Source: an optimization exercise on an open RTL-to-GDS flow (aim: small area, a short achievable clock period and few clock cycles). Production flows keep margins and buffers that such runs may drop. Only simulation tests tie the RTL to the original design; equivalence was not proved.

--- flow/design.v ---
module MyDesign (
  input   wire dut_run,
  output  reg  dut_busy,
  input   wire reset_b,
  input   wire clk,
  output wire        input_sram_write_enable,
  output wire [11:0] input_sram_write_addresss,
  output wire [15:0] input_sram_write_data,
  output reg  [11:0] input_sram_read_address,
  input  wire [15:0] input_sram_read_data,
  output reg         output_sram_write_enable,
  output reg  [11:0] output_sram_write_addresss,
  output reg  [15:0] output_sram_write_data,
  output wire [11:0] output_sram_read_address,
  input  wire [15:0] output_sram_read_data,
  output reg         scratchpad_sram_write_enable,
  output reg  [11:0] scratchpad_sram_write_addresss,
  output reg  [15:0] scratchpad_sram_write_data,
  output wire [11:0] scratchpad_sram_read_address,
  input  wire [15:0] scratchpad_sram_read_data,
  output wire        weights_sram_write_enable,
  output wire [11:0] weights_sram_write_addresss,
  output wire [15:0] weights_sram_write_data,
  output reg  [11:0] weights_sram_read_address,
  input  wire [15:0] weights_sram_read_data
);
  assign input_sram_write_enable   = 1'b0;
  assign input_sram_write_addresss = 12'h0;
  assign input_sram_write_data     = 16'h0;
  assign output_sram_read_address  = 12'h0;
  assign weights_sram_write_enable = 1'b0;
  assign weights_sram_write_addresss = 12'h0;
  assign weights_sram_write_data   = 16'h0;
  localparam M_IDLE = 2'd0, M_SIZE = 2'd1, M_PRE = 2'd2, M_STRIP = 2'd3;
  reg  [1:0] mode;
  reg        draining;      
  reg        first;         
  reg        phi;           
  reg  [3:0] w;             
  reg  [3:0] s;             
  reg  [3:0] nh;            
  reg  [2:0] kcnt;
  wire [4:0] hN = {nh, 1'b0};           
  wire [3:0] hNm1 = hN[3:0] - 4'd1;     
  wire       wlast = (w == hNm1);
  wire       slast = (s == hNm1);
  wire       endword = (input_sram_read_data == 16'hffff);
  wire       stop = first & endword;
  assign scratchpad_sram_read_address = {7'd0, phi, w};
  wire dv0  = (mode == M_PRE & ~stop) | (mode == M_STRIP);
  wire cv0  = (mode == M_STRIP) & phi & (w != 4'd0);
  wire lst0 = (mode == M_STRIP) & phi & wlast & slast;
  always @(posedge clk) begin
    if (~reset_b) begin
      mode <= M_IDLE;
      first <= 1'b0;
      phi <= 1'b0;
      w <= 4'd0;
      s <= 4'd0;
      nh <= 4'b0001;
      input_sram_read_address <= 12'd0;
    end else begin
      first <= 1'b0;
      case (mode)
        M_IDLE: begin
          input_sram_read_address <= 12'd0;
          phi <= 1'b0; w <= 4'd0; s <= 4'd0;
          if (dut_run & ~dut_busy) mode <= M_SIZE;
        end
        M_SIZE: begin
          mode <= M_PRE;
          first <= 1'b1;
          phi <= 1'b0; w <= 4'd0; s <= 4'd0;
          input_sram_read_address <= input_sram_read_address + 12'd1;
        end
        M_PRE: begin
          if (first)
            nh <= input_sram_read_data[5:2];
          input_sram_read_address <= input_sram_read_address + 12'd1;
          if (stop) begin
            mode <= M_IDLE;
            input_sram_read_address <= 12'd0;
          end else if (wlast & ~first) begin
            w <= 4'd0;
            phi <= ~phi;
            if (phi) begin
              mode <= M_STRIP;
              phi <= 1'b0;
              s <= 4'd1;
            end
          end else
            w <= w + 4'd1;
        end
        M_STRIP: begin
          phi <= ~phi;
          if (~phi)
            input_sram_read_address <= input_sram_read_address + {7'd0, hN};
          else if (~wlast)
            input_sram_read_address <= input_sram_read_address - {7'd0, hN} + 12'd1;
          else
            input_sram_read_address <= input_sram_read_address + 12'd1;
          if (phi) begin
            w <= w + 4'd1;
            if (wlast) begin
              w <= 4'd0;
              s <= s + 4'd1;
              if (slast) begin
                mode <= M_SIZE;
              end
            end
          end
        end
      endcase
    end
  end
  reg [7:0] K [0:8];
  reg [5:0] kld;
  always @(posedge clk) begin
    if (~reset_b) begin
      weights_sram_read_address <= 12'd0;
      kld <= 6'd0;
    end else begin
      kld <= {kld[4:0], (mode == M_IDLE) & dut_run & ~dut_busy};
      if (mode == M_IDLE)
        weights_sram_read_address <= 12'd0;
      else if (weights_sram_read_address != 12'd4)
        weights_sram_read_address <= weights_sram_read_address + 12'd1;
    end
  end
  always @(posedge clk) begin
    if (kld[1]) begin K[0] <= weights_sram_read_data[15:8]; K[1] <= weights_sram_read_data[7:0]; end
    if (kld[2]) begin K[2] <= weights_sram_read_data[15:8]; K[3] <= weights_sram_read_data[7:0]; end
    if (kld[3]) begin K[4] <= weights_sram_read_data[15:8]; K[5] <= weights_sram_read_data[7:0]; end
    if (kld[4]) begin K[6] <= weights_sram_read_data[15:8]; K[7] <= weights_sram_read_data[7:0]; end
    if (kld[5]) begin K[8] <= weights_sram_read_data[15:8]; end
  end
  reg dv1, cv1, lst1, phi1;
  reg [3:0] w1;
  always @(posedge clk) begin
    if (~reset_b) begin
      dv1 <= 1'b0; cv1 <= 1'b0; lst1 <= 1'b0;
    end else begin
      dv1 <= dv0; cv1 <= cv0; lst1 <= lst0;
    end
    phi1 <= phi;
    w1 <= w;
  end
  reg [15:0] I0, I1, I2, I3, I4;
  reg [15:0] S0, S1, S2, S3, S4;
  reg cv2, lst2, ph3;
  always @(posedge clk) begin
    I0 <= input_sram_read_data; I1 <= I0; I2 <= I1; I3 <= I2; I4 <= I3;
    S0 <= scratchpad_sram_read_data; S1 <= S0; S2 <= S1; S3 <= S2; S4 <= S3;
    scratchpad_sram_write_data <= input_sram_read_data;
    scratchpad_sram_write_addresss <= {7'd0, phi1, w1};
  end
  always @(posedge clk) begin
    if (~reset_b) begin
      cv2 <= 1'b0; lst2 <= 1'b0; ph3 <= 1'b0;
      scratchpad_sram_write_enable <= 1'b0;
    end else begin
      cv2 <= cv1; lst2 <= lst1;
      ph3 <= cv2;
      scratchpad_sram_write_enable <= dv1;
    end
  end
  wire e2 = stop;    
  wire [15:0] ra_c = ph3 ? S2 : S0;
  wire [15:0] ra_p = ph3 ? S4 : S2;
  wire [15:0] rb_c = ph3 ? S1 : I1;
  wire [15:0] rb_p = ph3 ? S3 : I3;
  wire [15:0] rc_c = ph3 ? I2 : I0;
  wire [15:0] rc_p = ph3 ? I4 : I2;
  wire signed [7:0] px [0:11];
  assign px[0] = ra_p[15:8]; assign px[1] = ra_p[7:0]; assign px[2]  = ra_c[15:8]; assign px[3]  = ra_c[7:0];
  assign px[4] = rb_p[15:8]; assign px[5] = rb_p[7:0]; assign px[6]  = rb_c[15:8]; assign px[7]  = rb_c[7:0];
  assign px[8] = rc_p[15:8]; assign px[9] = rc_p[7:0]; assign px[10] = rc_c[15:8]; assign px[11] = rc_c[7:0];
  wire signed [7:0] k0 = K[0], k1 = K[1], k2 = K[2], k3 = K[3], k4 = K[4], k5 = K[5], k6 = K[6], k7 = K[7], k8 = K[8];
  reg signed [16:0] ha0, ha1, ha2, hb0, hb1, hb2;
  always @(posedge clk) begin
    ha0 <= px[0]*k0 + px[1]*k1 + px[2]*k2;
    ha1 <= px[4]*k3 + px[5]*k4 + px[6]*k5;
    ha2 <= px[8]*k6 + px[9]*k7 + px[10]*k8;
    hb0 <= px[1]*k0 + px[2]*k1 + px[3]*k2;
    hb1 <= px[5]*k3 + px[6]*k4 + px[7]*k5;
    hb2 <= px[9]*k6 + px[10]*k7 + px[11]*k8;
  end
  reg cv3, lst3, e3;
  always @(posedge clk) begin
    if (~reset_b) begin
      cv3 <= 1'b0; lst3 <= 1'b0; e3 <= 1'b0;
    end else begin
      cv3 <= cv2; lst3 <= lst2; e3 <= e2;
    end
  end
  wire signed [18:0] ca = ha0 + ha1 + ha2;
  wire signed [18:0] cb = hb0 + hb1 + hb2;
  wire [6:0] qa = ca[18] ? 7'd0 : (|ca[17:7]) ? 7'd127 : ca[6:0];
  wire [6:0] qb = cb[18] ? 7'd0 : (|cb[17:7]) ? 7'd127 : cb[6:0];
  wire [6:0] qm = (qa > qb) ? qa : qb;
  reg  [6:0] modd;
  always @(posedge clk) modd <= qm;
  wire [6:0] pooled = (qm > modd) ? qm : modd;
  reg c4, lst4, e4;
  reg pv4, plst4, pe4;
  reg [6:0] pool4;
  always @(posedge clk) begin
    if (~reset_b) begin
      c4 <= 1'b0; lst4 <= 1'b0; e4 <= 1'b0;
      pv4 <= 1'b0; plst4 <= 1'b0; pe4 <= 1'b0;
    end else begin
      c4 <= cv3; lst4 <= lst3; e4 <= e3;
      pv4 <= c4; plst4 <= lst4; pe4 <= e4;
    end
    pool4 <= pooled;
  end
  reg have;
  reg [6:0] held;
  reg e5;
  always @(posedge clk) begin
    if (~reset_b) begin
      have <= 1'b0;
      e5 <= 1'b0;
      output_sram_write_enable <= 1'b0;
      output_sram_write_addresss <= 12'd0;
      dut_busy <= 1'b0;
    end else begin
      e5 <= pe4;
      output_sram_write_enable <= 1'b0;
      if (output_sram_write_enable)
        output_sram_write_addresss <= output_sram_write_addresss + 12'd1;
      if (~dut_busy)
        output_sram_write_addresss <= 12'd0;
      if (pv4) begin
        if (have) begin
          output_sram_write_enable <= 1'b1;
          output_sram_write_data <= {1'b0, held, 1'b0, pool4};
          have <= 1'b0;
        end else if (plst4) begin
          output_sram_write_enable <= 1'b1;
          output_sram_write_data <= {1'b0, pool4, 8'h00};
        end else begin
          held <= pool4;
          have <= 1'b1;
        end
      end
      if (~dut_busy) have <= 1'b0;
      if (dut_run & ~dut_busy) dut_busy <= 1'b1;
      if (e5) dut_busy <= 1'b0;
    end
  end
endmodule
--- flow/run.sh ---
#!/bin/bash
# synth_recipe.tcl (not shown) runs the flow's synth.tcl, then flattens the netlist and writes it again
# the make line also repeats each setting of config.mk as NAME=value (left out here)
make -C /OpenROAD-flow-scripts/flow DESIGN_CONFIG=/design/flow/config.mk WORK_HOME=/design/flow/orfs CLKGATE_MAP_FILE= SYNTH_SCRIPT=/design/flow/synth_recipe.tcl finish
--- flow/config.mk ---
export PLATFORM = sky130hd
export DESIGN_NAME = MyDesign
export DESIGN_NICKNAME = MyDesign
export VERILOG_FILES = /design/flow/design.v
export SDC_FILE = /design/flow/constraint.sdc
export NUM_CORES = 4
export LEC_CHECK = 0
export CAP_MARGIN = 20
export CORE_MARGIN = 2
export CORE_UTILIZATION = 40
export SLEW_MARGIN = 20
--- flow/constraint.sdc ---
create_clock -name core_clock -period 10.0 [get_ports {clk}]
set_input_delay 2.0000 -clock core_clock [delete_from_list [all_inputs] [get_ports {clk}]]
set_output_delay 2.0000 -clock core_clock [all_outputs]
set_load 0.01 [all_outputs]
==> implementation parameters <==
Parameter                              Value

Die
  X dimension of the die ... 407 µm
  Overall die area ... 166,000 µm²
  Number of core rows ... between 100 and 150
  Number of ports placed on the die boundary ... 232
  Die Y ... 407 µm
  Starting density of the core ... 0.403
  Area of the core region ... 161,000 µm²

Global routing
  Pin count of the biggest net entering global routing ... 38
  Global routing usage summed across all routing layers ... 0.218
  First-pass GRT wire length ... 272 mm
  Via count of the first global-routing pass ... 45,700
  Initial antenna violation count ... 14
  Sum of overflow across all layers after global routing ... 0

Timing
  Min Tclk post-route ... 8600 ps
  Worst Tran Pin Value ... around 1000 ps
  Final slew viol count ... 0
  Relative max-transition margin ... 0.310
  Final worst clock skew ... 30.7 ps
  Upper clock frequency limit ... 116 MHz
  Final hold vios ... 0
  Post-route fraction of the period consumed by the critical path ... 0.860
  Setup Viol. Count Final ... 0
  Accumulated negative setup slack ... 0 ps
  Setup repair after global routing missed its margin ... false

Route
  Average wire per cell in the routed design ... 19.9 µm
  Routed Wire Length ... ~170 mm
  Vias per Instance ... ~4.9
  DRC violations left ... 0
  Residual antenna-violating net count after detailed routing ... 0
  Iter 0 DRT Violations ... 2,872
  Detailed-router iteration count before antenna repair ... 5
  Count of vias placed by the detailed router ... about 42,000

Placed design
  Final weighted congestion in routability-driven placement ... 0.888
  Count of port buffers added during placement ... about 130
  Detailed placement HPWL ... 143 mm
  Post-Place Cell Area ... 68,200 µm²

Setup path
  Required time worst endpoint ... 10,530 ps
  Cell-by-cell listing of the critical path ... buf_4 > buf_4 > mux2_2 > and2_1 > fa_1 > fa_1 > inv_1 > fa_1 > inv_1 > fa_1 > inv_1 > fa_1 > fa_1 > inv_1 > fa_1 > ha_1 > a21oi_1 > o21ai_0 > a31oi_1 > nor2b_1 > o21a_1 > o41ai_1 > o21ai_0 > xnor2_1
  Critical Path Slowest Stage Cell ... sky130_fd_sc_hd__dfxtp_4
  R2r setup slk ... 1400 ps
  Worst Path Class, Setup ... flop to flop
  Largest stage delay on the critical path ... ~780 ps
  Library cell appearing most often on the critical path ... sky130_fd_sc_hd__fa_1
  Startpoint Class ... flop
  Crit end category ... flop
  Biggest fanout along the worst timing path ... 36
  Arr. time, crit path ... 9130 ps

Run status
  Status ... timing/DRC/antenna clean

Yosys
  Top post-synthesis cells by area ... sky130_fd_sc_hd__fa_1 43%, sky130_fd_sc_hd__dfxtp_1 11%, sky130_fd_sc_hd__ha_1 9.9%
  Async set-or-reset flop fraction in the synthesized netlist ... 0
  Library cell with the largest summed area after synthesis ... sky130_fd_sc_hd__fa_1
  Register area share after synthesis ... 0.155
  Main synth FF type ... sky130_fd_sc_hd__dfxtp_1
  Number of flip-flops and latches in the synthesized netlist ... 456
  Post-synth cell types ... 73
  Fraction of synthesized cell area taken by the top area cell type ... 0.427
  Count of mapped cells out of synthesis ... roughly 6,500
  Per-instance average area after synthesis ... 10.1 µm²
  Yosys warning count ... 2
  Cell Area, Synth ... 64,900 µm²
  Number of flops mapped to enable cells by yosys ... 93

CTS
  Worst skew pair latency ... 660 ps
  Quantity of hold-fixing buffers added after cts ... 0
  H-tree depth reported by CTS ... 2
  Clock tree from TritonCTS ... done
  Post-cts sizing count ... 0
  Clock slew at reported path FFs ... 80 ps
  Post CTS Setup Buffer Count ... 0
  Inserted Clock Buffers ... 52
  Longest Clk Path Bufs ... 3
  Cell at the root of the clock tree ... sky130_fd_sc_hd__clkbuf_16
  Number of sinks handled by clock tree synthesis ... between 400 and 500

Finish
  Commonest non-fill, non-tap cell in the layout ... sky130_fd_sc_hd__inv_1
  Layout cells sized above 1 ... 0.0400
  Layout overhead on the synthesized area ... 7.92%
  Most frequent cells in the layout ... 1,553 x sky130_fd_sc_hd__inv_1, 1,385 x sky130_fd_sc_hd__fa_1, 573 x sky130_fd_sc_hd__nand2_1, 516 x sky130_fd_sc_hd__ha_1, 403 x sky130_fd_sc_hd__and2_1
  Non-Filler Cell Area, Final ... 70,100 µm²
  Total number of nets in the final design ... 8,475

Worst hold path
  Kind of path behind the tightest hold check ... flop to flop

Run
  Count of max-cap constraint violations ... 0
worst paths after layout:
check | startpoint | endpoint | depth (start not counted)
max | cv3$_SDFF_PN0_ | hb1[16]$_DFF_P_ | 24
min reg2reg | w1[2]$_DFF_P_ | scratchpad_sram_write_addresss[2]$_DFF_P_ | 0
min | w1[2]$_DFF_P_ | scratchpad_sram_write_addresss[2]$_DFF_P_ | 0
max reg2reg | cv3$_SDFF_PN0_ | hb1[16]$_DFF_P_ | 24
sequential cells by signal, summed over array words and instances, names as in the netlist, 17 cells and up:
signal / count
K: 72
ha0: 17
ha1: 17
ha2: 17
hb0: 17
hb1: 17
hb2: 17
synth_stat cells, types with 45 or more instances:
cell type / instances
sky130_fd_sc_hd__ha_1: 516
sky130_fd_sc_hd__inv_1: 1553
sky130_fd_sc_hd__dfxtp_1: 363
sky130_fd_sc_hd__clkbuf_1: 142
sky130_fd_sc_hd__xor2_1: 48
sky130_fd_sc_hd__a21oi_1: 91
sky130_fd_sc_hd__nand2b_1: 45
sky130_fd_sc_hd__buf_4: 87
sky130_fd_sc_hd__mux2_2: 84
sky130_fd_sc_hd__xnor2_1: 197
sky130_fd_sc_hd__nor2_1: 212
sky130_fd_sc_hd__o21ai_0: 89
sky130_fd_sc_hd__nand2_1: 573
sky130_fd_sc_hd__nor2b_1: 201
sky130_fd_sc_hd__fa_1: 1385
sky130_fd_sc_hd__edfxtp_1: 93
sky130_fd_sc_hd__and2_1: 403
critical path: cells and delay by family, from the launching register on:
family	cells	cell delay, ps
adder cells (fa/ha/maj)	8	3840
AO/OA/AOI/OAI	6	1720
buffers and inverters	6	1050
flip-flops	1	780
multiplexers	1	520
AND/OR/NAND/NOR	2	360
XOR/XNOR	1	160
per-layer routing:
| metal | up-vias | wire length [µm] | track usage |
|---|---|---|---|
| met5 | - | 33 | 0 |
| met4 | 6 | 5750 | 0.0656 |
| met3 | 214 | 10600 | 0.0323 |
| met2 | 1154 | 80700 | 0.349 |
| met1 | 21900 | 76800 | 0.306 |
| li1 | 19100 | - | - |
cell families (layout without fill, tap and decap cells):
family,count (synthesis),after routing,share of synthesized area
adder cells (fa/ha/maj),1901,1901,0.527
buffers and inverters,1798,1814,0.109
AND/OR/NAND/NOR,1599,1599,0.123
flip-flops,456,456,0.155
AO/OA/AOI/OAI,321,321,0.0317
XOR/XNOR,246,246,0.0334
multiplexers,128,128,0.0214
other,1,87,0.0000578
per-stage QoR:
| stage | hold WS (ps) | cells | worst slack (ps) | util |
|---|---|---|---|---|
| 5_1_grt | 330 | 8711 | 1050 | 0.435 |
| 6_report | 326 | 8712 | 1400 | 0.435 |
| 4_1_cts | 326 | 8711 | 1460 | 0.435 |
| 3_3_place_gp | 310 | 8613 | 1510 | 0.424 |
| 2_1_floorplan | 310 | 6535 | 2470 | - |
| 3_5_place_dp | 312 | 8613 | 1530 | 0.424 |
area by class of cell:
type / count / area (µm²)
diodes: 1 / 2.50
clock buffers: 65 / 1430
clock inverters: 33 / 395
fillers: 15300 / 90900
inverters: 1555 / 5840
multi-input cells: 4281 / 48100
flip-flops and latches: 456 / 10100
well taps: 2160 / 2700
repair buffers: 161 / 1540
Testbench counts, summed over its fixed seeds: cycles 34,034.

-- afterwards: timing with drivers on the ports --
Ports are ideal in the flow. The routed layout listed here was re-timed in OpenROAD. Step 1: set_driving_cell puts a clkbuf_16 on clk and a buf_2 on each other input, an assumption about the parent block. Step 2 moves the port delays by t, midway between the first and last clock arrival at a register: inputs arrive t later, outputs are due t later. That takes back most of the time a late clock gives input paths. a / b / c = ideal ports / drivers / drivers and shift; a / b = the first two.
t (ns): 0.719
setup slack, ns: 1.402 / 1.402 / 1.402
hold WS [ns]: 0.326 / 0.326 / 0.326
worst data-port slew with drivers (ns): 0.05
After both steps setup and hold are still met in this run. For this run, drivers alone change the setup slack by 0.000 ns; drivers and shift together by 0.000 ns.
